From an optimization exercise on the open Yosys and OpenROAD flow, aimed at small area, a short achievable clock period and few clock cycles per item; shortcuts taken in it are not production practice.
Only simulation tests tie the RTL to the original design; equivalence was not proved.

==> flow/design.v <==
module decoder_3nrm_mld_final_v3 (
    input wire clk,
    input wire rst_n,
    input wire start,
    input wire [63:0] residues_in,
    output reg [15:0] data_out,
    output reg valid,
    output reg uncorrectable
);
function automatic [24:0] rca(input [23:0] a, input [23:0] b, input ci);
  integer i; reg c;
  begin
    c = ci;
    for (i = 0; i < 24; i = i + 1) begin
      rca[i] = a[i] ^ b[i] ^ c;
      c = (a[i] & b[i]) | (a[i] & c) | (b[i] & c);
    end
    rca[24] = c;
  end
endfunction
function automatic [23:0] csa3(input [23:0] a, input [23:0] b, input [23:0] c);
  reg [24:0] t;
  begin
    t = rca(a ^ b ^ c, {((a & b) | (a & c) | (b & c)), 1'b0}, 1'b0);
    csa3 = t[23:0];
  end
endfunction
function automatic [23:0] csa4(input [23:0] a, input [23:0] b, input [23:0] c, input [23:0] d);
  reg [23:0] s, k;
  begin
    s = a ^ b ^ c; k = {((a & b) | (a & c) | (b & c)), 1'b0};
    csa4 = csa3(s, k, d);
  end
endfunction
function automatic [23:0] csa5(input [23:0] a, input [23:0] b, input [23:0] c, input [23:0] d, input [23:0] e);
  reg [23:0] s, k;
  begin
    s = a ^ b ^ c; k = {((a & b) | (a & c) | (b & c)), 1'b0};
    csa5 = csa4(s, k, d, e);
  end
endfunction
function automatic [23:0] csa6(input [23:0] a, input [23:0] b, input [23:0] c, input [23:0] d, input [23:0] e, input [23:0] f);
  reg [23:0] s1, k1, s2, k2;
  begin
    s1 = a ^ b ^ c; k1 = {((a & b) | (a & c) | (b & c)), 1'b0};
    s2 = d ^ e ^ f; k2 = {((d & e) | (d & f) | (e & f)), 1'b0};
    csa6 = csa4(s1, k1, s2, k2);
  end
endfunction
function automatic [23:0] csa7(input [23:0] a, input [23:0] b, input [23:0] c, input [23:0] d, input [23:0] e, input [23:0] f, input [23:0] g);
  reg [23:0] s1, k1, s2, k2;
  begin
    s1 = a ^ b ^ c; k1 = {((a & b) | (a & c) | (b & c)), 1'b0};
    s2 = d ^ e ^ f; k2 = {((d & e) | (d & f) | (e & f)), 1'b0};
    csa7 = csa5(s1, k1, s2, k2, g);
  end
endfunction
  function automatic [24:0] rcf(input [23:0] a, input [23:0] b, input ci);
    rcf = {1'b0, a} + {1'b0, b} + {24'd0, ci};
  endfunction
  function automatic [23:0] csa3f(input [23:0] a, input [23:0] b, input [23:0] c);
    reg [24:0] t;
    begin t = rcf(a ^ b ^ c, {((a & b) | (a & c) | (b & c)), 1'b0}, 1'b0); csa3f = t[23:0]; end
  endfunction
  function automatic [23:0] csa5f(input [23:0] a, input [23:0] b, input [23:0] c, input [23:0] d, input [23:0] e);
    reg [23:0] s1, k1, s2, k2;
    begin
      s1 = a ^ b ^ c; k1 = {((a & b) | (a & c) | (b & c)), 1'b0};
      s2 = s1 ^ k1 ^ d; k2 = {((s1 & k1) | (s1 & d) | (k1 & d)), 1'b0};
      csa5f = csa3f(s2, k2, e);
    end
  endfunction
  function automatic ge(input [23:0] a, input [23:0] b);    
    reg [24:0] t;
    begin t = rca(a, ~b, 1'b1); ge = t[24]; end
  endfunction
  function automatic [7:0] modmul(input [7:0] x, input [6:0] c, input [1:0] ms);
    reg [23:0] p0,p1,p2,p3,p4,p5,p6, pr, s, s1, s2, s3, s4, s5, k1, k2, k3, k4, k5; reg [24:0] t;
    begin
      p0 = c[0] ? {16'd0, x} : 24'd0;
      p1 = c[1] ? {15'd0, x, 1'd0} : 24'd0;
      p2 = c[2] ? {14'd0, x, 2'd0} : 24'd0;
      p3 = c[3] ? {13'd0, x, 3'd0} : 24'd0;
      p4 = c[4] ? {12'd0, x, 4'd0} : 24'd0;
      p5 = c[5] ? {11'd0, x, 5'd0} : 24'd0;
      p6 = c[6] ? {10'd0, x, 6'd0} : 24'd0;
      s1 = p0 ^ p1 ^ p2; k1 = {((p0 & p1) | (p0 & p2) | (p1 & p2)), 1'b0};
      s2 = p3 ^ p4 ^ p5; k2 = {((p3 & p4) | (p3 & p5) | (p4 & p5)), 1'b0};
      s3 = s1 ^ k1 ^ s2; k3 = {((s1 & k1) | (s1 & s2) | (k1 & s2)), 1'b0};
      s4 = k2 ^ p6 ^ s3; k4 = {((k2 & p6) | (k2 & s3) | (p6 & s3)), 1'b0};
      s5 = s4 ^ k4 ^ k3; k5 = {((s4 & k4) | (s4 & k3) | (k4 & k3)), 1'b0};
      t = rca(s5, k5, 1'b0); pr = t[23:0];      
      case (ms)
        2'd0: modmul = {2'b0, pr[5:0]};
        2'd1: begin  
          s = csa3({18'd0, pr[5:0]}, {18'd0, pr[11:6]}, {21'd0, pr[14:12]});
          s = csa3({18'd0, s[5:0]}, {22'd0, s[7:6]}, 24'd0);             
          modmul = s[7:0];
        end
        2'd2: begin  
          s = csa3({18'd0, pr[5:0]}, {18'd0, 6'h3f ^ pr[11:6]}, {21'd0, pr[14:12]});
          s = rca(s, 24'd67, 1'b0);
          t = rca(s, ~24'd130, 1'b1); if (t[24]) s = t[23:0];
          modmul = s[7:0];
        end
        default: begin  
          s = csa3({19'd0, pr[4:0]}, {19'd0, pr[9:5]}, {19'd0, pr[14:10]});    
          s = csa3({19'd0, s[4:0]}, {22'd0, s[6:5]}, 24'd0);                  
          modmul = s[7:0];
        end
      endcase
    end
  endfunction
  reg [5:0] r0, r1; reg [6:0] r2; reg [4:0] r3, r4, r5, r6, r7; reg [3:0] r8;
  always @(posedge clk) begin
    r0 <= residues_in[63:58]; r1 <= residues_in[57:52]; r2 <= residues_in[51:45];
    r3 <= residues_in[44:40]; r4 <= residues_in[39:35]; r5 <= residues_in[34:30];
    r6 <= residues_in[29:25]; r7 <= residues_in[24:20]; r8 <= residues_in[19:16];
  end
  reg busy;
  reg [4:0] g;        
  reg bf;             
  reg [4:0] bl;       
  reg bbig;           
  reg [4:0] nx_unused;
  reg [7:0] wq; reg [6:0] br; reg [1:0] mr, ur, dmr;    
  reg [1:0] uc;       
  reg [2:0] pt;       
  reg [1:0] xc;       
  always @* begin
    case (g)
      5'd1: begin uc=2'd1; pt=3'd3; xc=2'd2; end
      5'd2: begin uc=2'd0; pt=3'd0; xc=2'd0; end
      5'd3: begin uc=2'd0; pt=3'd1; xc=2'd0; end
      5'd4: begin uc=2'd0; pt=3'd2; xc=2'd0; end
      5'd5: begin uc=2'd1; pt=3'd0; xc=2'd0; end
      5'd6: begin uc=2'd1; pt=3'd2; xc=2'd0; end
      5'd7: begin uc=2'd1; pt=3'd3; xc=2'd0; end
      5'd8: begin uc=2'd1; pt=3'd3; xc=2'd1; end
      5'd9: begin uc=2'd1; pt=3'd1; xc=2'd0; end
      5'd10: begin uc=2'd2; pt=3'd0; xc=2'd0; end
      5'd11: begin uc=2'd2; pt=3'd1; xc=2'd0; end
      5'd12: begin uc=2'd2; pt=3'd3; xc=2'd0; end
      5'd13: begin uc=2'd1; pt=3'd4; xc=2'd0; end
      5'd14: begin uc=2'd2; pt=3'd2; xc=2'd0; end
      5'd15: begin uc=2'd1; pt=3'd4; xc=2'd1; end
      5'd16: begin uc=2'd2; pt=3'd3; xc=2'd1; end
      5'd17: begin uc=2'd2; pt=3'd3; xc=2'd2; end
      5'd18: begin uc=2'd1; pt=3'd4; xc=2'd2; end
      5'd19: begin uc=2'd1; pt=3'd5; xc=2'd0; end
      default: begin uc=2'd0; pt=3'd0; xc=2'd0; end
    endcase
  end
  wire u3 = (uc == 2'd0), u4 = (uc == 2'd1), u5 = (uc == 2'd2);
  wire [4:0] ru = u3 ? r3 : u4 ? r4 : r5;
  wire [24:0] d0w = rca({18'd0, r0}, ~{19'd0, ru}, 1'b1);
  wire [5:0] d0 = d0w[5:0];
  wire [23:0] l0a = {18'd0, d0[0], 5'd0};
  wire [23:0] l0b = u4 ? {18'd0, d0[1:0], 4'd0} : 24'd0;
  wire [23:0] l0c = (u4 | u5) ? {18'd0, d0[3:0], 2'd0} : 24'd0;
  wire [23:0] l0d = u5 ? {18'd0, d0[4:0], 1'd0} : 24'd0;
  wire [23:0] l0e = u3 ? {18'd0, ~d0} : {18'd0, d0};
  wire [23:0] l0s = csa5(l0a, l0b, l0c, l0d, l0e);
  wire [24:0] l0t = rca(l0s, 24'd0, u3);
  wire [5:0] v0 = l0t[5:0];
  wire [24:0] d1w = rca({18'd0, r1}, ~{19'd0, ru}, 1'b1);
  wire [24:0] d1f = rca({18'd0, d1w[5:0]}, 24'd63, 1'b0);
  wire [5:0] d1 = d1w[24] ? d1w[5:0] : d1f[5:0];             
  wire [5:0] d1r0 = d1, d1r1 = {d1[4:0], d1[5]}, d1r3 = {d1[2:0], d1[5:3]}, d1r4 = {d1[1:0], d1[5:2]}, d1r5 = {d1[0], d1[5:1]};
  wire [5:0] l1a = u3 ? ~d1r1 : d1r1;
  wire [5:0] l1b = u4 ? d1r4 : u5 ? d1r0 : 6'd0;
  wire [5:0] l1c = u4 ? d1r5 : u5 ? d1r3 : 6'd0;
  wire [5:0] l1s = l1a ^ l1b ^ l1c;
  wire [5:0] l1k = (l1a & l1b) | (l1a & l1c) | (l1b & l1c);
  wire [24:0] l1t = rca({18'd0, l1s}, {18'd0, l1k[4:0], l1k[5]}, 1'b0);
  wire [24:0] l1u = rca({18'd0, l1t[5:0]}, 24'd0, l1t[6]);
  wire [5:0] v1 = (l1u[5:0] == 6'd63) ? 6'd0 : l1u[5:0];
  wire [24:0] d2w = rca({17'd0, r2}, ~{19'd0, ru}, 1'b1);
  wire [24:0] d2f = rca({17'd0, d2w[6:0]}, 24'd65, 1'b0);
  wire [6:0] d2 = d2w[24] ? d2w[6:0] : d2f[6:0];             
  wire [23:0] l2s = csa4({17'd0, d2}, (u3 | u5) ? {13'd0, d2, 4'd0} : 24'd0, u3 ? {15'd0, d2, 2'd0} : 24'd0, u4 ? {14'd0, d2, 3'd0} : 24'd0);
  wire [23:0] l2f = csa3({18'd0, l2s[5:0]}, {19'd0, ~l2s[10:6]}, 24'd34);    
  wire [24:0] l2g = rca(l2f, ~24'd65, 1'b1);
  wire [6:0] v2 = l2g[24] ? l2g[6:0] : l2f[6:0];
  wire [24:0] d3w = rca({19'd0, r3}, ~{19'd0, ru}, 1'b1);
  wire [24:0] d3f = rca({19'd0, d3w[4:0]}, 24'd31, 1'b0);
  wire [4:0] d3 = d3w[24] ? d3w[4:0] : d3f[4:0];             
  wire [4:0] d3r0 = d3, d3r1 = {d3[3:0], d3[4]}, d3r3 = {d3[1:0], d3[4:2]}, d3r4 = {d3[0], d3[4:1]};
  wire [4:0] l3a = u5 ? d3r4 : ~d3r4;
  wire [4:0] l3b = u5 ? d3r3 : 5'd0;
  wire [4:0] l3c = u5 ? d3r1 : 5'd0;
  wire [4:0] l3d = u5 ? d3r0 : 5'd0;
  wire [4:0] l3s1 = l3a ^ l3b ^ l3c, l3k1 = (l3a & l3b) | (l3a & l3c) | (l3b & l3c);
  wire [4:0] l3c1 = {l3k1[3:0], l3k1[4]};
  wire [4:0] l3s2 = l3s1 ^ l3c1 ^ l3d, l3k2 = (l3s1 & l3c1) | (l3s1 & l3d) | (l3c1 & l3d);
  wire [24:0] l3t = rca({19'd0, l3s2}, {19'd0, l3k2[3:0], l3k2[4]}, 1'b0);
  wire [24:0] l3u = rca({19'd0, l3t[4:0]}, 24'd0, l3t[5]);
  wire [4:0] v3 = (l3u[4:0] == 5'd31) ? 5'd0 : l3u[4:0];
  wire [24:0] d5w = rca({19'd0, r5}, ~{19'd0, r4}, 1'b1);
  wire d5n = ~d5w[24];
  wire d5m = ge({18'd0, d5w[5:0]}, 24'd41);               
  wire [24:0] d5s = rca({18'd0, d5w[5:0]}, {18'd0, d5n ? (d5m ? 6'd23 : 6'd46) : 6'd0}, 1'b0);
  wire [4:0] d5 = d5s[4:0];    
  wire [6:0] q5 = {d5, 2'b0};
  wire [6:0] q5k = ge({17'd0, q5}, 24'd69) ? 7'd69 : ge({17'd0, q5}, 24'd46) ? 7'd46 : ge({17'd0, q5}, 24'd23) ? 7'd23 : 7'd0;
  wire [24:0] q5s = rca({17'd0, q5}, ~{17'd0, q5k}, 1'b1);
  wire [4:0] v5 = q5s[4:0];
  wire [6:0] vx = (xc == 2'd0) ? {1'b0, v0} : (xc == 2'd1) ? {1'b0, v1} : v2;
  reg [6:0] da, db, dc; reg [7:0] doff; reg [1:0] dms;
  always @* case (pt)
    3'd0: begin da = {1'b0, v1}; db = {1'b0, v0}; dc = 7'd1; doff = 8'd127; dms = 2'd1; end
    3'd1: begin da = {1'b0, v0}; db = v2; dc = 7'd1; doff = 8'd131; dms = 2'd2; end
    3'd2: begin da = v2; db = {1'b0, v1}; dc = 7'd32; doff = 8'd131; dms = 2'd2; end
    3'd3: begin da = {2'b0, v3}; db = vx; dc = (xc == 2'd0) ? 7'd16 : (xc == 2'd1) ? 7'd1 : 7'd21; doff = 8'd94; dms = 2'd3; end
    3'd4: begin da = vx; db = {2'b0, v5}; dc = (xc == 2'd0) ? 7'd39 : (xc == 2'd1) ? 7'd11 : 7'd17;
                doff = (xc == 2'd0) ? 8'd65 : (xc == 2'd1) ? 8'd64 : 8'd66; dms = xc; end
    default: begin da = {2'b0, v3}; db = {2'b0, v5}; dc = 7'd27; doff = 8'd32; dms = 2'd3; end
  endcase
  wire [23:0] dxa = {17'd0, da} ^ {16'd0, doff} ^ {16'd0, 1'b1, ~db};
  wire [23:0] dxk = {(({17'd0, da} & {16'd0, doff}) | ({17'd0, da} & {16'd0, 1'b1, ~db}) | ({16'd0, doff} & {16'd0, 1'b1, ~db})), 1'b0};
  wire [24:0] dxs = rcf(dxa, dxk, 1'b0);
  wire [23:0] dxw = dxs[23:0];
  wire [7:0] wd = modmul(dxw[7:0], dc, dms);
  wire [6:0] base = (pt == 3'd2) ? {1'b0, v1} : (pt == 3'd3) ? vx : (pt[2]) ? {2'b0, v5} : {1'b0, v0};
  wire [1:0] mbs = (pt == 3'd2) ? 2'd1 : (pt == 3'd3) ? xc : (pt[2]) ? 2'd3 : 2'd0;
  wire [24:0] e1w = rca({18'd0, r1}, ~{18'd0, r0}, 1'b1);
  wire [24:0] e1m = rca({18'd0, e1w[5:0]}, 24'd63, 1'b0);
  wire [5:0] b2 = e1w[24] ? e1w[5:0] : e1m[5:0];
  wire [23:0] z0w = csa5({17'd0, r0, 1'b0}, {16'd0, 2'b11, ~r1}, {16'd0, 1'b1, ~r2}, {22'd0, ~e1w[24], 1'b0}, 24'd132);
  wire [8:0] z0 = z0w[8:0];
  wire [8:0] zkk = ge({15'd0, z0}, 24'd195) ? 9'd195 : ge({15'd0, z0}, 24'd130) ? 9'd130 : ge({15'd0, z0}, 24'd65) ? 9'd65 : 9'd0;
  wire [24:0] z1s = rca({15'd0, z0}, ~{15'd0, zkk}, 1'b1);
  wire [6:0] z1 = z1s[6:0];
  wire [5:0] zk = z1[6:1];
  wire [6:0] b3c = z1[0] ? 7'd32 : (zk == 6'd0) ? 7'd0 : 7'd65;
  wire [24:0] b3s = rca({17'd0, b3c}, ~{18'd0, zk}, 1'b1);
  wire [6:0] b3 = b3s[6:0];
  wire [23:0] y012 = csa3({12'd0, b3[5:0], 6'd0}, {18'd0, b2}, {12'd0, 5'h1f, ~b3});
  wire [24:0] y012p = rca(y012, 24'd1, 1'b0);
  wire [17:0] x012 = {y012p[11:0], r0};
  wire [6:0] mdig = (dmr == 2'd1) ? 7'd63 : (dmr == 2'd2) ? 7'd65 : (dmr == 2'd3) ? 7'd31 : 7'd127;
  wire [24:0] wqs = rcf({16'd0, wq}, ~{17'd0, mdig}, 1'b1);
  wire [6:0] wr = (wqs[24] && dmr != 2'd0) ? wqs[6:0] : wq[6:0];
  wire [23:0] wm = (mr == 2'd3) ? ~{14'd0, rca({17'd0, wr}, {14'd0, wr, 3'd0}, 1'b0)} : (mr == 2'd1) ? ~{17'd0, wr} : (mr == 2'd2) ? {17'd0, wr} : 24'd0;
  wire [23:0] wsh = (mr == 2'd3) ? {12'd0, wr, 5'd0} : {11'd0, wr, 6'd0};
  wire [23:0] Ws = csa3(wsh, {17'd0, br}, wm);
  wire [24:0] Ww = rcf(Ws, 24'd0, mr[0]);
  wire [12:0] W = Ww[12:0];
  wire [4:0] rur = (ur == 2'd0) ? r3 : (ur == 2'd1) ? r4 : r5;
  wire [23:0] xo1 = {6'd0, W, 5'd0}, xo2 = {19'd0, rur}, xo3 = ~{11'd0, W};
  wire [23:0] xo4 = (ur == 2'd1) ? ~{10'd0, W, 1'b0} : (ur == 2'd2) ? ~{8'd0, W, 3'b0} : 24'd0;
  wire [23:0] xa1 = xo1 ^ xo2 ^ xo3, xk1 = {((xo1 & xo2) | (xo1 & xo3) | (xo2 & xo3)), 1'b0};
  wire [23:0] xa2 = xa1 ^ xk1 ^ xo4, xk2 = {((xa1 & xk1) | (xa1 & xo4) | (xk1 & xo4)), 1'b0};
  wire [24:0] Xw = rcf(xa2, xk2 | {23'd0, ur != 2'd0}, 1'b1);
  wire [17:0] X = (g == 5'd1) ? x012 : Xw[17:0];
  wire [8:0] mt;
  chk_all u_chk (.X(X), .r0(r0), .r1(r1), .r2(r2), .r3(r3), .r4(r4), .r5(r5), .r6(r6), .r7(r7), .r8(r8), .mt(mt));
  wire [2:0] ps1 = mt[2:0] ^ mt[5:3] ^ mt[8:6];
  wire [2:0] pk1 = (mt[2:0] & mt[5:3]) | (mt[2:0] & mt[8:6]) | (mt[5:3] & mt[8:6]);
  wire ones = ps1[0] ^ ps1[1] ^ ps1[2];
  wire onec = (ps1[0] & ps1[1]) | (ps1[0] & ps1[2]) | (ps1[1] & ps1[2]);
  wire twos = pk1[0] ^ pk1[1] ^ pk1[2];
  wire twoc = (pk1[0] & pk1[1]) | (pk1[0] & pk1[2]) | (pk1[1] & pk1[2]);
  wire t2s = onec ^ twos, t2c = onec & twos;
  wire [3:0] nm = {twoc & t2c, (twoc ^ t2c), t2s, ones};
  wire dle2 = nm[3] | (nm[2] & nm[1] & nm[0]);    
  wire deq3 = ~nm[3] & nm[2] & nm[1] & ~nm[0];    
  wire big = X[17] | X[16];
  wire [4:0] lex;
  assign lex[0] = (g == 5'd3) | (g == 5'd7) | (g == 5'd8) | (g == 5'd9) | (g == 5'd10) | (g == 5'd11) | (g == 5'd14) | (g == 5'd16) | (g == 5'd18) | (g == 5'd20);
  assign lex[1] = (g == 5'd5) | (g == 5'd6) | (g == 5'd7) | (g == 5'd8) | (g == 5'd11) | (g == 5'd12) | (g == 5'd16) | (g == 5'd17) | (g == 5'd19) | (g == 5'd20);
  assign lex[2] = (g == 5'd4) | (g == 5'd8) | (g == 5'd9) | (g == 5'd10) | (g == 5'd12) | (g == 5'd15) | (g == 5'd16) | (g == 5'd17);
  assign lex[3] = (g == 5'd5) | (g == 5'd7) | (g == 5'd9) | (g == 5'd13) | (g == 5'd14) | (g == 5'd15) | (g == 5'd16) | (g == 5'd17);
  assign lex[4] = (g == 5'd2) | (g == 5'd18) | (g == 5'd19) | (g == 5'd20);
  wire run = busy;
  wire ltb = !ge({19'd0, lex}, {19'd0, bl});       
  wire upd = deq3 && (!bf || ltb);
  wire nbf = bf | upd;
  wire [4:0] nbl = upd ? lex : bl;
  reg fl;
  always @* begin
    case (mt)
      9'd63: fl = 1'b1;
      9'd95: fl = 1'b1;
      9'd159: fl = 1'b1;
      9'd287: fl = 1'b1;
      9'd111: fl = 1'b1;
      9'd175: fl = 1'b1;
      9'd303: fl = 1'b1;
      9'd207: fl = 1'b1;
      9'd335: fl = 1'b1;
      9'd399: fl = 1'b1;
      9'd119: fl = 1'b1;
      9'd183: fl = 1'b1;
      9'd311: fl = 1'b1;
      9'd215: fl = 1'b1;
      9'd343: fl = 1'b1;
      9'd407: fl = 1'b1;
      9'd231: fl = 1'b1;
      9'd359: fl = 1'b1;
      9'd423: fl = 1'b1;
      9'd123: fl = 1'b1;
      9'd187: fl = 1'b1;
      9'd219: fl = 1'b1;
      9'd125: fl = 1'b1;
      9'd189: fl = 1'b1;
      9'd221: fl = 1'b1;
      9'd126: fl = 1'b1;
      9'd190: fl = 1'b1;
      9'd222: fl = 1'b1;
      default: fl = 1'b0;
    endcase
  end
  wire ea, eb;      
  assign ea = (g == 5'd11) | (g == 5'd12) | (g == 5'd13) | (g == 5'd14) | (g == 5'd15) | (g == 5'd17) | (g == 5'd18) | (g == 5'd19) | (g == 5'd20);
  assign eb = (g == 5'd1) | (g == 5'd3) | (g == 5'd6) | (g == 5'd11) | (g == 5'd12) | (g == 5'd13) | (g == 5'd14) | (g == 5'd15) | (g == 5'd17) | (g == 5'd18) | (g == 5'd19) | (g == 5'd20);
  wire [4:0] rdy1, ext1;    
  assign rdy1[0] = (g == 5'd1) | (g == 5'd2) | (g == 5'd3) | (g == 5'd4) | (g == 5'd9) | (g == 5'd10) | (g == 5'd11) | (g == 5'd13) | (g == 5'd15) | (g == 5'd16) | (g == 5'd17) | (g == 5'd19);
  assign rdy1[1] = (g == 5'd3) | (g == 5'd4) | (g == 5'd5) | (g == 5'd6) | (g == 5'd7) | (g == 5'd9) | (g == 5'd10) | (g == 5'd11) | (g == 5'd14) | (g == 5'd15) | (g == 5'd18) | (g == 5'd19);
  assign rdy1[2] = (g == 5'd5) | (g == 5'd6) | (g == 5'd7) | (g == 5'd8) | (g == 5'd9) | (g == 5'd12) | (g == 5'd13) | (g == 5'd14) | (g == 5'd15) | (g == 5'd20);
  assign rdy1[3] = (g == 5'd4) | (g == 5'd5) | (g == 5'd7) | (g == 5'd8) | (g == 5'd9) | (g == 5'd10) | (g == 5'd11) | (g == 5'd12) | (g == 5'd13) | (g == 5'd14) | (g == 5'd15);
  assign rdy1[4] = (g == 5'd2) | (g == 5'd16) | (g == 5'd17) | (g == 5'd18) | (g == 5'd19) | (g == 5'd20);
  assign ext1[0] = (g == 5'd2) | (g == 5'd4) | (g == 5'd9) | (g == 5'd10) | (g == 5'd11) | (g == 5'd13) | (g == 5'd15) | (g == 5'd16) | (g == 5'd17) | (g == 5'd19);
  assign ext1[1] = (g == 5'd1) | (g == 5'd3) | (g == 5'd4) | (g == 5'd5) | (g == 5'd6) | (g == 5'd7) | (g == 5'd9) | (g == 5'd10) | (g == 5'd11) | (g == 5'd14) | (g == 5'd15) | (g == 5'd18) | (g == 5'd19);
  assign ext1[2] = (g == 5'd5) | (g == 5'd7) | (g == 5'd8) | (g == 5'd9) | (g == 5'd12) | (g == 5'd13) | (g == 5'd14) | (g == 5'd15) | (g == 5'd20);
  assign ext1[3] = (g == 5'd1) | (g == 5'd3) | (g == 5'd4) | (g == 5'd5) | (g == 5'd6) | (g == 5'd7) | (g == 5'd8) | (g == 5'd9) | (g == 5'd10) | (g == 5'd11) | (g == 5'd12) | (g == 5'd13) | (g == 5'd14) | (g == 5'd15);
  assign ext1[4] = (g == 5'd2) | (g == 5'd16) | (g == 5'd17) | (g == 5'd18) | (g == 5'd19) | (g == 5'd20);
  reg [4:0] nx;
  wire eold = bf & ge({19'd0, g}, {19'd0, nx});
  wire fin = run & (dle2 | (upd ? (fl ? eb : ea) : eold) | (g == 5'd20));
  always @(posedge clk or negedge rst_n) begin
    if (!rst_n) begin
      busy <= 1'b0; valid <= 1'b0;
    end else begin
      valid <= fin;
      busy <= busy ? !fin : start;
    end
  end
  wire [24:0] ginc = rca({19'd0, g}, 24'd0, 1'b1);
  always @(posedge clk) begin
    wq <= wd; dmr <= dms; br <= base; mr <= mbs; ur <= uc;
    if (!busy) g <= 5'd1; else g <= ginc[4:0];
    if (!run) begin
      bf <= 1'b0;
    end else begin
      bf <= nbf; bl <= nbl;
      if (upd) nx <= fl ? rdy1 : ext1;
      if (dle2 | upd) begin data_out <= X[15:0]; bbig <= big; end
      if (fin) uncorrectable <= (dle2 | upd) ? big : bf ? bbig : 1'b1;
    end
  end
endmodule
module c64(input [17:0] X, input [5:0] r, output e); assign e = X[5:0] == r; endmodule
module c63(input [17:0] X, input [5:0] r, output e);
  wire [5:0] x0 = X[5:0], x1 = X[11:6], x2 = X[17:12], rr = ~r;
  wire [5:0] s1 = x0 ^ x1 ^ x2, k1 = (x0 & x1) | (x0 & x2) | (x1 & x2);
  wire [5:0] c1 = {k1[4:0], k1[5]};
  wire [5:0] s2 = s1 ^ c1 ^ rr, k2 = (s1 & c1) | (s1 & rr) | (c1 & rr);
  wire [5:0] c2 = {k2[4:0], k2[5]};
  assign e = (&(s2 ^ c2)) | ~(|(s2 | c2)) | (&(s2 & c2));
endmodule
module c31(input [17:0] X, input [4:0] r, output e);
  wire [4:0] x0 = X[4:0], x1 = X[9:5], x2 = X[14:10], x3 = {2'b0, X[17:15]}, rr = ~r;
  wire [4:0] s1 = x0 ^ x1 ^ x2, k1 = (x0 & x1) | (x0 & x2) | (x1 & x2);
  wire [4:0] c1 = {k1[3:0], k1[4]};
  wire [4:0] s2 = x3 ^ rr ^ s1, k2 = (x3 & rr) | (x3 & s1) | (rr & s1);
  wire [4:0] c2 = {k2[3:0], k2[4]};
  wire [4:0] s3 = c1 ^ c2 ^ s2, k3 = (c1 & c2) | (c1 & s2) | (c2 & s2);
  wire [4:0] c3 = {k3[3:0], k3[4]};
  assign e = (&(s3 ^ c3)) | ~(|(s3 | c3)) | (&(s3 & c3));
endmodule
module c65(input [17:0] X, input [6:0] r, output e);
  function automatic [24:0] rca(input [23:0] a, input [23:0] b, input ci);
  integer i; reg c;
  begin
    c = ci;
    for (i = 0; i < 24; i = i + 1) begin
      rca[i] = a[i] ^ b[i] ^ c;
      c = (a[i] & b[i]) | (a[i] & c) | (b[i] & c);
    end
    rca[24] = c;
  end
endfunction
function automatic [23:0] csa3(input [23:0] a, input [23:0] b, input [23:0] c);
  reg [24:0] t;
  begin
    t = rca(a ^ b ^ c, {((a & b) | (a & c) | (b & c)), 1'b0}, 1'b0);
    csa3 = t[23:0];
  end
endfunction
function automatic [23:0] csa4(input [23:0] a, input [23:0] b, input [23:0] c, input [23:0] d);
  reg [23:0] s, k;
  begin
    s = a ^ b ^ c; k = {((a & b) | (a & c) | (b & c)), 1'b0};
    csa4 = csa3(s, k, d);
  end
endfunction
function automatic [23:0] csa5(input [23:0] a, input [23:0] b, input [23:0] c, input [23:0] d, input [23:0] e);
  reg [23:0] s, k;
  begin
    s = a ^ b ^ c; k = {((a & b) | (a & c) | (b & c)), 1'b0};
    csa5 = csa4(s, k, d, e);
  end
endfunction
function automatic [23:0] csa6(input [23:0] a, input [23:0] b, input [23:0] c, input [23:0] d, input [23:0] e, input [23:0] f);
  reg [23:0] s1, k1, s2, k2;
  begin
    s1 = a ^ b ^ c; k1 = {((a & b) | (a & c) | (b & c)), 1'b0};
    s2 = d ^ e ^ f; k2 = {((d & e) | (d & f) | (e & f)), 1'b0};
    csa6 = csa4(s1, k1, s2, k2);
  end
endfunction
function automatic [23:0] csa7(input [23:0] a, input [23:0] b, input [23:0] c, input [23:0] d, input [23:0] e, input [23:0] f, input [23:0] g);
  reg [23:0] s1, k1, s2, k2;
  begin
    s1 = a ^ b ^ c; k1 = {((a & b) | (a & c) | (b & c)), 1'b0};
    s2 = d ^ e ^ f; k2 = {((d & e) | (d & f) | (e & f)), 1'b0};
    csa7 = csa5(s1, k1, s2, k2, g);
  end
endfunction
  wire [8:0] S = csa4({3'd0,X[5:0]}, {3'd0,X[17:12]}, {3'd0,~X[11:6]}, {2'd0,~r});
  assign e = (S == 9'd125) | (S == 9'd190) | (S == 9'd255);
endmodule
module c17(input [17:0] X, input [4:0] r, output e);
  function automatic [24:0] rca(input [23:0] a, input [23:0] b, input ci);
  integer i; reg c;
  begin
    c = ci;
    for (i = 0; i < 24; i = i + 1) begin
      rca[i] = a[i] ^ b[i] ^ c;
      c = (a[i] & b[i]) | (a[i] & c) | (b[i] & c);
    end
    rca[24] = c;
  end
endfunction
function automatic [23:0] csa3(input [23:0] a, input [23:0] b, input [23:0] c);
  reg [24:0] t;
  begin
    t = rca(a ^ b ^ c, {((a & b) | (a & c) | (b & c)), 1'b0}, 1'b0);
    csa3 = t[23:0];
  end
endfunction
function automatic [23:0] csa4(input [23:0] a, input [23:0] b, input [23:0] c, input [23:0] d);
  reg [23:0] s, k;
  begin
    s = a ^ b ^ c; k = {((a & b) | (a & c) | (b & c)), 1'b0};
    csa4 = csa3(s, k, d);
  end
endfunction
function automatic [23:0] csa5(input [23:0] a, input [23:0] b, input [23:0] c, input [23:0] d, input [23:0] e);
  reg [23:0] s, k;
  begin
    s = a ^ b ^ c; k = {((a & b) | (a & c) | (b & c)), 1'b0};
    csa5 = csa4(s, k, d, e);
  end
endfunction
function automatic [23:0] csa6(input [23:0] a, input [23:0] b, input [23:0] c, input [23:0] d, input [23:0] e, input [23:0] f);
  reg [23:0] s1, k1, s2, k2;
  begin
    s1 = a ^ b ^ c; k1 = {((a & b) | (a & c) | (b & c)), 1'b0};
    s2 = d ^ e ^ f; k2 = {((d & e) | (d & f) | (e & f)), 1'b0};
    csa6 = csa4(s1, k1, s2, k2);
  end
endfunction
function automatic [23:0] csa7(input [23:0] a, input [23:0] b, input [23:0] c, input [23:0] d, input [23:0] e, input [23:0] f, input [23:0] g);
  reg [23:0] s1, k1, s2, k2;
  begin
    s1 = a ^ b ^ c; k1 = {((a & b) | (a & c) | (b & c)), 1'b0};
    s2 = d ^ e ^ f; k2 = {((d & e) | (d & f) | (e & f)), 1'b0};
    csa7 = csa5(s1, k1, s2, k2, g);
  end
endfunction
  wire [6:0] S = csa6({3'd0,X[3:0]}, {3'd0,~X[7:4]}, {3'd0,X[11:8]}, {3'd0,~X[15:12]}, {5'd0,X[17:16]}, {2'd0,~r});
  assign e = (S == 7'd10) | (S == 7'd27) | (S == 7'd44) | (S == 7'd61) | (S == 7'd78);
endmodule
module c11(input [17:0] X, input [3:0] r, output e);
  function automatic [24:0] rca(input [23:0] a, input [23:0] b, input ci);
  integer i; reg c;
  begin
    c = ci;
    for (i = 0; i < 24; i = i + 1) begin
      rca[i] = a[i] ^ b[i] ^ c;
      c = (a[i] & b[i]) | (a[i] & c) | (b[i] & c);
    end
    rca[24] = c;
  end
endfunction
function automatic [23:0] csa3(input [23:0] a, input [23:0] b, input [23:0] c);
  reg [24:0] t;
  begin
    t = rca(a ^ b ^ c, {((a & b) | (a & c) | (b & c)), 1'b0}, 1'b0);
    csa3 = t[23:0];
  end
endfunction
function automatic [23:0] csa4(input [23:0] a, input [23:0] b, input [23:0] c, input [23:0] d);
  reg [23:0] s, k;
  begin
    s = a ^ b ^ c; k = {((a & b) | (a & c) | (b & c)), 1'b0};
    csa4 = csa3(s, k, d);
  end
endfunction
function automatic [23:0] csa5(input [23:0] a, input [23:0] b, input [23:0] c, input [23:0] d, input [23:0] e);
  reg [23:0] s, k;
  begin
    s = a ^ b ^ c; k = {((a & b) | (a & c) | (b & c)), 1'b0};
    csa5 = csa4(s, k, d, e);
  end
endfunction
function automatic [23:0] csa6(input [23:0] a, input [23:0] b, input [23:0] c, input [23:0] d, input [23:0] e, input [23:0] f);
  reg [23:0] s1, k1, s2, k2;
  begin
    s1 = a ^ b ^ c; k1 = {((a & b) | (a & c) | (b & c)), 1'b0};
    s2 = d ^ e ^ f; k2 = {((d & e) | (d & f) | (e & f)), 1'b0};
    csa6 = csa4(s1, k1, s2, k2);
  end
endfunction
function automatic [23:0] csa7(input [23:0] a, input [23:0] b, input [23:0] c, input [23:0] d, input [23:0] e, input [23:0] f, input [23:0] g);
  reg [23:0] s1, k1, s2, k2;
  begin
    s1 = a ^ b ^ c; k1 = {((a & b) | (a & c) | (b & c)), 1'b0};
    s2 = d ^ e ^ f; k2 = {((d & e) | (d & f) | (e & f)), 1'b0};
    csa7 = csa5(s1, k1, s2, k2, g);
  end
endfunction
  wire [6:0] S = csa5({2'd0,X[4:0]}, {2'd0,~X[9:5]}, {2'd0,X[14:10]}, {4'd0,~X[17:15]}, {3'd0,~r});
  assign e = (S==7'd9)|(S==7'd20)|(S==7'd31)|(S==7'd42)|(S==7'd53)|(S==7'd64)|(S==7'd75)|(S==7'd86)|(S==7'd97)|(S==7'd108);
endmodule
module c19(input [17:0] X, input [4:0] r, output e);
  function automatic [24:0] rca(input [23:0] a, input [23:0] b, input ci);
  integer i; reg c;
  begin
    c = ci;
    for (i = 0; i < 24; i = i + 1) begin
      rca[i] = a[i] ^ b[i] ^ c;
      c = (a[i] & b[i]) | (a[i] & c) | (b[i] & c);
    end
    rca[24] = c;
  end
endfunction
function automatic [23:0] csa3(input [23:0] a, input [23:0] b, input [23:0] c);
  reg [24:0] t;
  begin
    t = rca(a ^ b ^ c, {((a & b) | (a & c) | (b & c)), 1'b0}, 1'b0);
    csa3 = t[23:0];
  end
endfunction
function automatic [23:0] csa4(input [23:0] a, input [23:0] b, input [23:0] c, input [23:0] d);
  reg [23:0] s, k;
  begin
    s = a ^ b ^ c; k = {((a & b) | (a & c) | (b & c)), 1'b0};
    csa4 = csa3(s, k, d);
  end
endfunction
function automatic [23:0] csa5(input [23:0] a, input [23:0] b, input [23:0] c, input [23:0] d, input [23:0] e);
  reg [23:0] s, k;
  begin
    s = a ^ b ^ c; k = {((a & b) | (a & c) | (b & c)), 1'b0};
    csa5 = csa4(s, k, d, e);
  end
endfunction
function automatic [23:0] csa6(input [23:0] a, input [23:0] b, input [23:0] c, input [23:0] d, input [23:0] e, input [23:0] f);
  reg [23:0] s1, k1, s2, k2;
  begin
    s1 = a ^ b ^ c; k1 = {((a & b) | (a & c) | (b & c)), 1'b0};
    s2 = d ^ e ^ f; k2 = {((d & e) | (d & f) | (e & f)), 1'b0};
    csa6 = csa4(s1, k1, s2, k2);
  end
endfunction
function automatic [23:0] csa7(input [23:0] a, input [23:0] b, input [23:0] c, input [23:0] d, input [23:0] e, input [23:0] f, input [23:0] g);
  reg [23:0] s1, k1, s2, k2;
  begin
    s1 = a ^ b ^ c; k1 = {((a & b) | (a & c) | (b & c)), 1'b0};
    s2 = d ^ e ^ f; k2 = {((d & e) | (d & f) | (e & f)), 1'b0};
    csa7 = csa5(s1, k1, s2, k2, g);
  end
endfunction
  wire [24:0] s1w = rca({15'd0, X[8:0]}, {15'd0, ~X[17:9]}, 1'b0);
  wire [9:0] S1 = s1w[9:0];
  wire [5:0] l = S1[5:0]; wire [3:0] h = S1[9:6];
  wire [7:0] S = csa4({2'd0,l}, {1'd0,h,3'd0}, {4'd0,~h}, {3'd0,~r});
  assign e = (S==8'd6)|(S==8'd25)|(S==8'd44)|(S==8'd63)|(S==8'd82)|(S==8'd101)|(S==8'd120)|(S==8'd139)|(S==8'd158)|(S==8'd177)|(S==8'd196)|(S==8'd215);
endmodule
module c23(input [17:0] X, input [4:0] r, output e);
  function automatic [24:0] rca(input [23:0] a, input [23:0] b, input ci);
  integer i; reg c;
  begin
    c = ci;
    for (i = 0; i < 24; i = i + 1) begin
      rca[i] = a[i] ^ b[i] ^ c;
      c = (a[i] & b[i]) | (a[i] & c) | (b[i] & c);
    end
    rca[24] = c;
  end
endfunction
function automatic [23:0] csa3(input [23:0] a, input [23:0] b, input [23:0] c);
  reg [24:0] t;
  begin
    t = rca(a ^ b ^ c, {((a & b) | (a & c) | (b & c)), 1'b0}, 1'b0);
    csa3 = t[23:0];
  end
endfunction
function automatic [23:0] csa4(input [23:0] a, input [23:0] b, input [23:0] c, input [23:0] d);
  reg [23:0] s, k;
  begin
    s = a ^ b ^ c; k = {((a & b) | (a & c) | (b & c)), 1'b0};
    csa4 = csa3(s, k, d);
  end
endfunction
function automatic [23:0] csa5(input [23:0] a, input [23:0] b, input [23:0] c, input [23:0] d, input [23:0] e);
  reg [23:0] s, k;
  begin
    s = a ^ b ^ c; k = {((a & b) | (a & c) | (b & c)), 1'b0};
    csa5 = csa4(s, k, d, e);
  end
endfunction
function automatic [23:0] csa6(input [23:0] a, input [23:0] b, input [23:0] c, input [23:0] d, input [23:0] e, input [23:0] f);
  reg [23:0] s1, k1, s2, k2;
  begin
    s1 = a ^ b ^ c; k1 = {((a & b) | (a & c) | (b & c)), 1'b0};
    s2 = d ^ e ^ f; k2 = {((d & e) | (d & f) | (e & f)), 1'b0};
    csa6 = csa4(s1, k1, s2, k2);
  end
endfunction
function automatic [23:0] csa7(input [23:0] a, input [23:0] b, input [23:0] c, input [23:0] d, input [23:0] e, input [23:0] f, input [23:0] g);
  reg [23:0] s1, k1, s2, k2;
  begin
    s1 = a ^ b ^ c; k1 = {((a & b) | (a & c) | (b & c)), 1'b0};
    s2 = d ^ e ^ f; k2 = {((d & e) | (d & f) | (e & f)), 1'b0};
    csa7 = csa5(s1, k1, s2, k2, g);
  end
endfunction
  wire [24:0] s1w = rca({13'd0, X[10:0]}, {17'd0, X[17:11]}, 1'b0);
  wire [11:0] S1 = s1w[11:0];
  wire [5:0] l = S1[5:0]; wire [5:0] h = S1[11:6];
  wire [8:0] S2 = csa3({3'd0,l}, {1'd0,~h,2'd0}, {3'd0,~h}) ;
  wire [5:0] l2 = S2[5:0]; wire [2:0] h2 = S2[8:6];
  wire [7:0] S = csa4({2'd0,l2}, {3'd0,~h2,2'd0}, {5'd0,~h2}, {3'd0,~r});
  assign e = (S==8'd13)|(S==8'd36)|(S==8'd59)|(S==8'd82)|(S==8'd105)|(S==8'd128);
endmodule
module c29(input [17:0] X, input [4:0] r, output e);
  function automatic [24:0] rca(input [23:0] a, input [23:0] b, input ci);
  integer i; reg c;
  begin
    c = ci;
    for (i = 0; i < 24; i = i + 1) begin
      rca[i] = a[i] ^ b[i] ^ c;
      c = (a[i] & b[i]) | (a[i] & c) | (b[i] & c);
    end
    rca[24] = c;
  end
endfunction
function automatic [23:0] csa3(input [23:0] a, input [23:0] b, input [23:0] c);
  reg [24:0] t;
  begin
    t = rca(a ^ b ^ c, {((a & b) | (a & c) | (b & c)), 1'b0}, 1'b0);
    csa3 = t[23:0];
  end
endfunction
function automatic [23:0] csa4(input [23:0] a, input [23:0] b, input [23:0] c, input [23:0] d);
  reg [23:0] s, k;
  begin
    s = a ^ b ^ c; k = {((a & b) | (a & c) | (b & c)), 1'b0};
    csa4 = csa3(s, k, d);
  end
endfunction
function automatic [23:0] csa5(input [23:0] a, input [23:0] b, input [23:0] c, input [23:0] d, input [23:0] e);
  reg [23:0] s, k;
  begin
    s = a ^ b ^ c; k = {((a & b) | (a & c) | (b & c)), 1'b0};
    csa5 = csa4(s, k, d, e);
  end
endfunction
function automatic [23:0] csa6(input [23:0] a, input [23:0] b, input [23:0] c, input [23:0] d, input [23:0] e, input [23:0] f);
  reg [23:0] s1, k1, s2, k2;
  begin
    s1 = a ^ b ^ c; k1 = {((a & b) | (a & c) | (b & c)), 1'b0};
    s2 = d ^ e ^ f; k2 = {((d & e) | (d & f) | (e & f)), 1'b0};
    csa6 = csa4(s1, k1, s2, k2);
  end
endfunction
function automatic [23:0] csa7(input [23:0] a, input [23:0] b, input [23:0] c, input [23:0] d, input [23:0] e, input [23:0] f, input [23:0] g);
  reg [23:0] s1, k1, s2, k2;
  begin
    s1 = a ^ b ^ c; k1 = {((a & b) | (a & c) | (b & c)), 1'b0};
    s2 = d ^ e ^ f; k2 = {((d & e) | (d & f) | (e & f)), 1'b0};
    csa7 = csa5(s1, k1, s2, k2, g);
  end
endfunction
  wire [8:0] S = csa7({4'd0,X[4:0]}, {4'd0,X[9:5]}, {3'd0,X[9:5],1'b0}, {5'd0,X[13:10]}, {2'd0,X[13:10],3'd0}, {5'd0,~X[17:14]}, {4'd0,~r});
  assign e = (S==9'd17)|(S==9'd46)|(S==9'd75)|(S==9'd104)|(S==9'd133)|(S==9'd162)|(S==9'd191)|(S==9'd220)|(S==9'd249)|(S==9'd278);
endmodule
module chk_all(input [17:0] X, input [5:0] r0, input [5:0] r1, input [6:0] r2, input [4:0] r3, input [4:0] r4,
  input [4:0] r5, input [4:0] r6, input [4:0] r7, input [3:0] r8, output [8:0] mt);
  c64 u0(X,r0,mt[0]); c63 u1(X,r1,mt[1]); c65 u2(X,r2,mt[2]); c31 u3(X,r3,mt[3]); c29 u4(X,r4,mt[4]);
  c23 u5(X,r5,mt[5]); c19 u6(X,r6,mt[6]); c17 u7(X,r7,mt[7]); c11 u8(X,r8,mt[8]);
endmodule
==> flow/flow/run.sh <==
#!/bin/bash
# The standard layout, with the port buffers that buffer_ports inserts taken
# from sky130_fd_sc_hd__buf_2 (every input and output port is still buffered).
set -o pipefail
cat standard.sh > flow_standard_sh_copy.log 2>&1
export BUFFER_PORTS_ARGS="-buffer_cell sky130_fd_sc_hd__buf_2"
bash standard.sh > standard.log 2>&1
==> flow/standard.sh <==
#!/bin/bash
# synth_recipe.tcl (not shown) runs the flow's synth.tcl, then flattens the netlist and writes it again
# the make line also repeats each setting of config.mk as NAME=value (left out here)
make -C /OpenROAD-flow-scripts/flow DESIGN_CONFIG=/design/flow/config.mk WORK_HOME=/design/flow/orfs CLKGATE_MAP_FILE= SYNTH_SCRIPT=/design/flow/synth_recipe.tcl "${@:-finish}"
==> flow/config.mk <==
export PLATFORM = sky130hd
export DESIGN_NAME = decoder_3nrm_mld_final_v3
export DESIGN_NICKNAME = decoder_3nrm_mld_final_v3
export VERILOG_FILES = /design/flow/design.v
export SDC_FILE = /design/flow/constraint.sdc
export NUM_CORES = 4
export LEC_CHECK = 0
export ABC_AREA = 1
export ABC_CLOCK_PERIOD_IN_PS = 20000
export CAP_MARGIN = 20
export CORE_MARGIN = 2
export CORE_UTILIZATION = 40
export SLEW_MARGIN = 20
export SYNTH_MEMORY_MAX_BITS = 65536
==> flow/constraint.sdc <==
create_clock -name core_clock -period 110.0 [get_ports {clk}]
set_input_delay 22.0000 -clock core_clock [delete_from_list [all_inputs] [get_ports {clk}]]
set_output_delay 22.0000 -clock core_clock [all_outputs]
set_load 0.01 [all_outputs]
==> summary.md <==
| Metric | Value |
|---|---|
| Run status | finished clean |
| Port-buffer cells | 68 |
| Worst Setup Start Kind | flop |
| TritonCTS clock tree | done |
| Worst reg-to-reg setup slack | 86540 ps |
| R2r startpoint | uc[1] |
| Via/cell ratio | 4.973 |
| Core ar. | 0.05413 mm^2 |
| Max Slew Vio Count | 0 |
| Multi-input gate area | 0.01657 mm^2 |
| Post-CTS Setup Inserts | 0 |
| Worst Hold End | ur[0] |
| Tcrit/Tclk final | 21.33% |
| 1st-iter DRT viols | 1075 |
| Vias in the first global route | 18190 |
| Top post-synthesis cells by area | fa_1 30%, ha_1 19%, inv_1 13% |
| Die W | 238.6 um |
| Fillers | 5407 |
| Clk buf depth | 2 |
| Global placement routability congestion | 0.9228 |
| Ys flop type | dfxtp_1 |
| Arr. time, crit path | 23730 ps |
| Post-route DRC violation count | 0 |
| Die H | 238.6 um |
| Max FO, Critical Path | 22 |
| Sequential Area | 0.002532 mm^2 |
| Synth Register Bits | 112 |
| Endpoint of the lowest-slack register-to-register path | wq[2] |
| Root Buffer Master | clkbuf_16 |
| Worst reg-to-reg path cell count | 85 |
| Synth cell count leaders | 736 x inv_1, 395 x nand2_1, 335 x fa_1, 329 x ha_1, 187 x nor2_1 |
| Async set-reset flop share out of synthesis | 1.786% |
| Netlist cell types | 62 |
| CTS H-tree lvls | 3 |
| Hold Violations, Final | 0 |
| Hold Path Class | flop to flop |
| GRT Total Usage | 20.16% |
| Ant diodes | 0 |
| Routed vias | 17230 |
| Critical Path Slowest Stage Cell | fa_1 |
| Max_cap viols | 0 |
| Final wirelength | 54.41 mm |
| Most frequent cell after synthesis | inv_1 |
| Post-Syn Area per Cell | 8.177 um^2 |
| I/O pin count | 85 |
| CTS Sinks | 112 |
| Hold Buf Count CTS | 0 |
| Area growth from synthesis to layout | 6.921% |
| CP Capture Type | flop |
| Synth warnings | 7 |
| Clk_skew | 10.31 ps |
| Area leader, netlist | fa_1 |
| Die area | 0.05694 mm^2 |
| TritonRoute pass-1 iters | 8 |
| Max Freq | 42.62 MHz |
| Layout Utilization | 43.49% |
| Cts repair resizes | 0 |
| Post-Syn Area | 0.02202 mm^2 |
| Synth Instances | 2693 |
| Clock slew at reported path FFs | 80 ps |
| Routed Antenna Nets | 0 |
| WP data required | 110270 ps |
| RSZ-0062 raised after global routing | false |
| DP HPWL | 47.58 mm |
| Worst-skew pair later-pin latency | 380 ps |
| Period minus WS final | 23460 ps |
| Pre-CTS setup slack | 86630 ps |
| Final layout net count | 3495 |
| Inserted Clock Buffers | 9 |
| Area fraction of the dominant cell type after synthesis | 30.46% |
| Slew margin rel. | 34.25% |
| Grt total ovfl | 0 |
| Setup violators final | 0 |
| Hold Path Depth | 0 |
| Register area share after synthesis | 11.50% |
| Path type of the worst setup path | flop to flop |
| Drt wl/cell | 15.70 um |
| Largest net degree at the start of global routing | 38 |
| Number of flops mapped to enable cells by yosys | 28 |
| Crit path top cell by count | fa_1 |
| Initial core utilization | 40.68% |
| First-pass GRT wire length | 91.22 mm |
| Mapped Nets | 3424 |
| Worst setup margin | 86540 ps |
| Num rows | 85 |
| Worst-margin pin slew | 973.8 ps |
| Slowest cell delay on critical path | 590 ps |
| Layout cells sized above 1 | 5.020% |
| Setup TNS Final | 0 ps |
| Initial antenna violation count | 0 |
| Hold Crit Start | uc[0] |
==> cells by family (layout without fill, tap and decap cells) <==
group,Yosys count,in the layout,share of synthesized area [%]
AO/OA/AOI/OAI,297,297,8.097
XOR/XNOR,80,80,3.182
adder cells (fa/ha/maj),664,664,49.15
buffers and inverters,774,850,13.27
flip-flops,112,112,11.50
multiplexers,3,3,0.1364
AND/OR/NAND/NOR,763,763,14.66
==> routing by layer <==
layer,track usage (%),vias up,part of all wire [%]
li1,-,8410,-
met1,26.81,8304,45
met2,33.91,460,47
met3,3.649,58,6.0
met4,5.038,0,1.9
met5,0,-,0
==> stage by stage <==
stage	instances	hold WS (ps)	instance area (um^2)
6_report	3465	460.0	23540
5_1_grt	3465	487.0	23540
4_1_cts	3465	461.5	23540
3_5_place_dp	3449	442.5	23250
3_3_place_gp	3449	430.7	23250
2_1_floorplan	2693	354.6	22020
==> layout by cell type (no fill, tap or decap), drive strengths merged, types with 3 or more instances in the layout <==
cell type,instances
inv,745
nand2,404
fa,335
ha,329
nor2,192
o21ai,122
nand3,97
buf,83
dfxtp,82
a21oi,74
xor2,45
xnor2,35
edfxtp,28
nand4,23
nor3,18
o22ai,17
o2111ai,12
clkbuf,12
o211ai,10
or2,10
a22oi,8
a31oi,8
o21a,8
clkinv,8
nor4,7
o21bai,6
nand3b,6
a211oi,6
a32o,4
o221ai,4
a221oi,4
and2,3
a21o,3
mux2i,3
==> worst max-delay path: cells and delay by family, from the launching register on <==
family	cells	cell delay (ps)
buffers and inverters	19	1460
DFF	1	470
AOI/OAI and AO/OA	14	3100
adders and majority gates	46	17300
and+or+nand+nor	5	530
xor gates and xnor gates	1	470
==> area by class of cell <==
| cell class | instances | share of cell area [%] |
|---|---|---|
| Multi-Input combinational cell | 1807 | 70.38 |
| Inverter | 751 | 12.01 |
| Sequential cell | 112 | 10.76 |
| Tap cell | 696 | 3.699 |
| Timing Repair Buffer | 83 | 1.924 |
| Clock buffer | 12 | 1.004 |
| Clock inverter | 4 | 0.2338 |
==> registers in the layout, indices dropped and copies added (netlist names), 6 cells and up <==
| name | count |
|---|---|
| data_out | 16 |
| r1 | 6 |
| wq | 8 |
| br | 7 |
| r2 | 7 |
| r0 | 6 |
==> how the worst max path moves through the flow <==
stage | startpoint | end | slack, ps
floorplan | data_out[0] | data_out[0] | 87610
global placement | uc[0] | wq[2] | 86770
detailed placement | uc[1] | wq[2] | 86630
CTS | uc[1] | wq[2] | 86570
global route | uc[1] | wq[2] | 85130
finish | uc[1] | wq[2] | 86540
Testbench counts, summed over its fixed seeds: cycles 2,836, items 480.

[afterwards: timing with drivers on the ports]
The results above use ideal ports. As a check the final layout listed here was re-extracted and re-timed, cells and wires unchanged.
Step 1: set_driving_cell puts a clkbuf_16 on clk and a buf_2 on each other input, an assumption about the parent block.
Step 2 times the ports against the registers' clock, not the clock port: input delays grow and output delays shrink by t, the midpoint of the rising clock arrivals with the driver on.
Slacks: no drivers / after step 1 / after step 2; pairs: no drivers / after step 1.
t, ns: 0.436
setup WS [ns]: 86.539 / 86.539 / 86.539
worst hold slack (ns): 0.460 / 0.460 / 0.460
latest minus earliest clock arrival (ns): 0.011 / 0.010
pins driven straight from the clock port: 1
After both steps setup and hold are still met in this run. For this run, drivers alone change the setup slack by 0.000 ns; drivers and shift together by 0.000 ns.
